What follows belongs to an exercise in optimizing a design on an open flow for small area, a short achievable clock period and few clock cycles per item; a production flow would make more cautious choices.
Only simulation tests tie the RTL to the original design; equivalence was not proved.
Power figures rest on the tool's default switching activity, not on a simulated workload.

==> inputs of v10 <==
Design Multiplier, start of the top module:
module Multiplier
(
	input wire Clock,
	input wire Reset,
	input wire iValid_Data,
	input wire iAck,
	input wire [31:0] Data_A,
	input wire [31:0] Data_B,
	output wire oReady,
	output wire oDone,
	output wire [63:0] Prod
);
export LEC_CHECK = 0
export CAP_MARGIN = 20
export CORE_MARGIN = 2
export CORE_UTILIZATION = 55
export SETUP_SLACK_MARGIN = 0.35
export SLEW_MARGIN = 20
export SYNTH_HIERARCHICAL = 1
export SYNTH_MINIMUM_KEEP_SIZE = 0
create_clock -name core_clock -period 5.0 [get_ports {Clock}]
standard.sh (not shown) runs the stock make flow with config.mk's settings and CLKGATE_MAP_FILE= SYNTH_SCRIPT=/design/flow/synth_recipe.tcl, a recipe that flattens the netlist after the stock synthesis.
==> flow/flow/run.sh <==
#!/bin/bash
# The standard layout (the standard.sh, standard synthesis included), except that the
# port buffers ORFS inserts at global placement are buf_2 cells instead of its default
# delay-cell choice, so the resizer can size them like any other buffer.
set -euo pipefail
bash standard.sh "BUFFER_PORTS_ARGS=-buffer_cell sky130_fd_sc_hd__buf_2" finish > flow_make.log 2>&1
==> v28 (differences from v10) <==
--- a/flow/config.mk
+++ b/flow/config.mk
@@ -9,5 +9,5 @@
 export CORE_MARGIN = 2
 export CORE_UTILIZATION = 55
-export SETUP_SLACK_MARGIN = 0.35
+export SETUP_SLACK_MARGIN = 0.15
 export SLEW_MARGIN = 20
 export SYNTH_HIERARCHICAL = 1
==> notes.md <==
In v28 the non-clock buffer count is higher than in v10, by 12. Critical path depth is the same in v28 and v10. Of v28 and v10, v10 has the higher combinational power (gap about 4%, measured against v10). Of v10 and v28, v10 has the higher design area (gap about 1.3%, measured against v28). Between v10 and v28, the lower core utilization is in v28 (gap 0.83 points). In v28 the wire length is lower than in v10, by about 1.8%. In synthesized cell count, v10 and v28 do not differ. First-iteration DRC count: v28 is higher than v10 (about 20%). In die area, v28 and v10 do not differ.
==> figures <==
| metric | v10 | v28 |
|---|---|---|
| Internal power | 12.2 mW | 11.6 mW |
| Routed wire length on met2 | 46.8 mm | 45.2 mm |
| Post-route fraction of the period consumed by the critical path | 0.923 | 0.959 |
| Ratio of layout area to synthesized area | 1.135x | 1.120x |
| Static Leakage | 12.5 nW | 12.4 nW |
| Met2 layer usage reported by global route | 0.616 | 0.591 |
| Worst setup path endpoint | Prod[39] | Prod[37] |
| Clock network area share | 0.0190 | 0.0183 |
| Worst flop-to-flop path endpoint | data1.r0_43 | data1.r0_37 |
| Via density per instance | 6.74 | 6.76 |
| Worst slew margin relative to its limit | 0.326 | 0.278 |
| Fraction of power spent switching nets | 0.531 | 0.535 |
| Post-Place Cell Area | 31000 um^2 | 30900 um^2 |
| Final routed wire length divided by cell count | 31.1 um | 30.4 um |
| Run status | finished clean | finished clean |
| Fraction of area in multi-input gates | 0.693 | 0.690 |
| Met1 wire length | 40.8 mm | 40.8 mm |
| Crit-path max cell delay | 0.62 ns | 0.55 ns |
| Non-Clock Buffer Count | 293 | 305 |
| Worst Hold Slack | 0.508 ns | 0.509 ns |
Testbench counts of v10, summed over its fixed seeds: cycles 1,608, items 1,600.
Testbench counts of v28, summed over its fixed seeds: cycles 1,608, items 1,600.


==> try-maple: inputs <==
Multiplier, a different RTL version from the one above (not shown whole).
clock: 5.0 ns
lec_check: 0
cap_margin: 20
core_margin: 2
core_utilization: 55
setup_slack_margin: 0.35
slew_margin: 20
synth_hierarchical: 1
synth_minimum_keep_size: 0
Scripts as last shown in full above: flow/flow/run.sh
==> inputs of try-ember, as changes to try-maple <==
Settings changed: CORE_UTILIZATION 55 to 68, SETUP_SLACK_MARGIN 0.35 to 0.5.
==> inputs of try-sierra, as changes to try-maple <==
Settings changed: SETUP_SLACK_MARGIN 0.35 to 0.5.
==> comparison <==
Sequential share of layout area, highest first: try-maple, try-ember, try-sierra. Hold slack: try-ember > try-maple > try-sierra. The highest utilization belongs to try-ember, the lowest to try-maple. In synthesized cell count, try-ember and try-maple do not differ. Between try-maple and try-ember, the lower design area is in try-maple (gap 1.8%, measured against try-ember). The lowest worst setup slack belongs to try-ember, the highest to try-sierra. The highest total power belongs to try-ember, the lowest to try-maple.
==> figures <==
metric	try-maple	try-ember	try-sierra
Status	timing/DRC/antenna clean	timing/DRC/antenna clean	timing/DRC/antenna clean
Initial antenna violation count	6	7	9
Diodes inserted	4	9	3
Switching component of the power	0.01393 W	0.01561 W	0.01432 W
Die span in y	231.3 um	208.4 um	231.3 um
Total core area	51200 um^2	41020 um^2	51200 um^2
Total routed wirelength	109.6 mm	117.6 mm	109.8 mm
Global routing met1 resource utilization	0.5588	0.6377	0.5588
Vias in the first global route	24560	26610	24390
Capturing point of the worst reg2reg path	data1.r0_37$_DFFE_PP_	data1.r0_42$_DFFE_PP_	data1.r2_44$_DFFE_PP_
Power consumption	0.02619 W	0.02863 W	0.02711 W
Fin crit period	4.578 ns	4.854 ns	4.479 ns
Total half-perimeter wirelength after legalization and detailed placement	76.82 mm	78.37 mm	77.99 mm
Post-DP Area	31220 um^2	31110 um^2	31400 um^2
Multi-input combinational cell count	2113	2114	2113
Multi-input gate area	22330 um^2	22950 um^2	22830 um^2
Testbench counts of try-maple, summed over its fixed seeds: cycles 1,608, items 1,600.
Testbench counts of try-ember, summed over its fixed seeds: cycles 1,608, items 1,600.
Testbench counts of try-sierra, summed over its fixed seeds: cycles 1,608, items 1,600.

[afterwards: timing with drivers on the ports]
The flow's constraints put no driver on any port. The routed layouts listed below were extracted and timed again, unchanged, in two steps. Step 1 (the two cells are an assumption about what drives the block):
set clk [get_ports {Clock}]
set_driving_cell -lib_cell sky130_fd_sc_hd__clkbuf_16 $clk
set_driving_cell -lib_cell sky130_fd_sc_hd__buf_2 [delete_from_list [all_inputs] $clk]
Step 2 times the ports against the registers' clock, not the clock port: input delays grow and output delays shrink by t, the midpoint of the rising clock arrivals with the driver on. a / b / c = ideal / step 1 / step 2; a / b = the first two.
run | t, ns | setup slack, ns | worst setup path at the end | clock arrival spread, ns | worst data-port slew with drivers (ns)
v10 | 0.562 | 0.384 / 0.320 / -0.028 | input to register | 0.022 / 0.022 | 0.13
v28 | 0.568 | 0.205 / 0.142 / -0.100 | input to register | 0.019 / 0.019 | 0.10
try-maple | 0.569 | 0.422 / 0.363 / 0.029 | input to register | 0.023 / 0.023 | 0.11
try-ember | 0.545 | 0.146 / 0.091 / -0.076 | input to register | 0.017 / 0.018 | 0.12
try-sierra | 0.557 | 0.521 / 0.457 / 0.114 | input to register | 0.021 / 0.021 | 0.12
With both steps, setup timing fails in v10, v28 and try-ember, where it was met with ideal ports. The setup slack of v10, which loses most, moves by -0.064 ns with the drivers and by -0.412 ns with both steps.
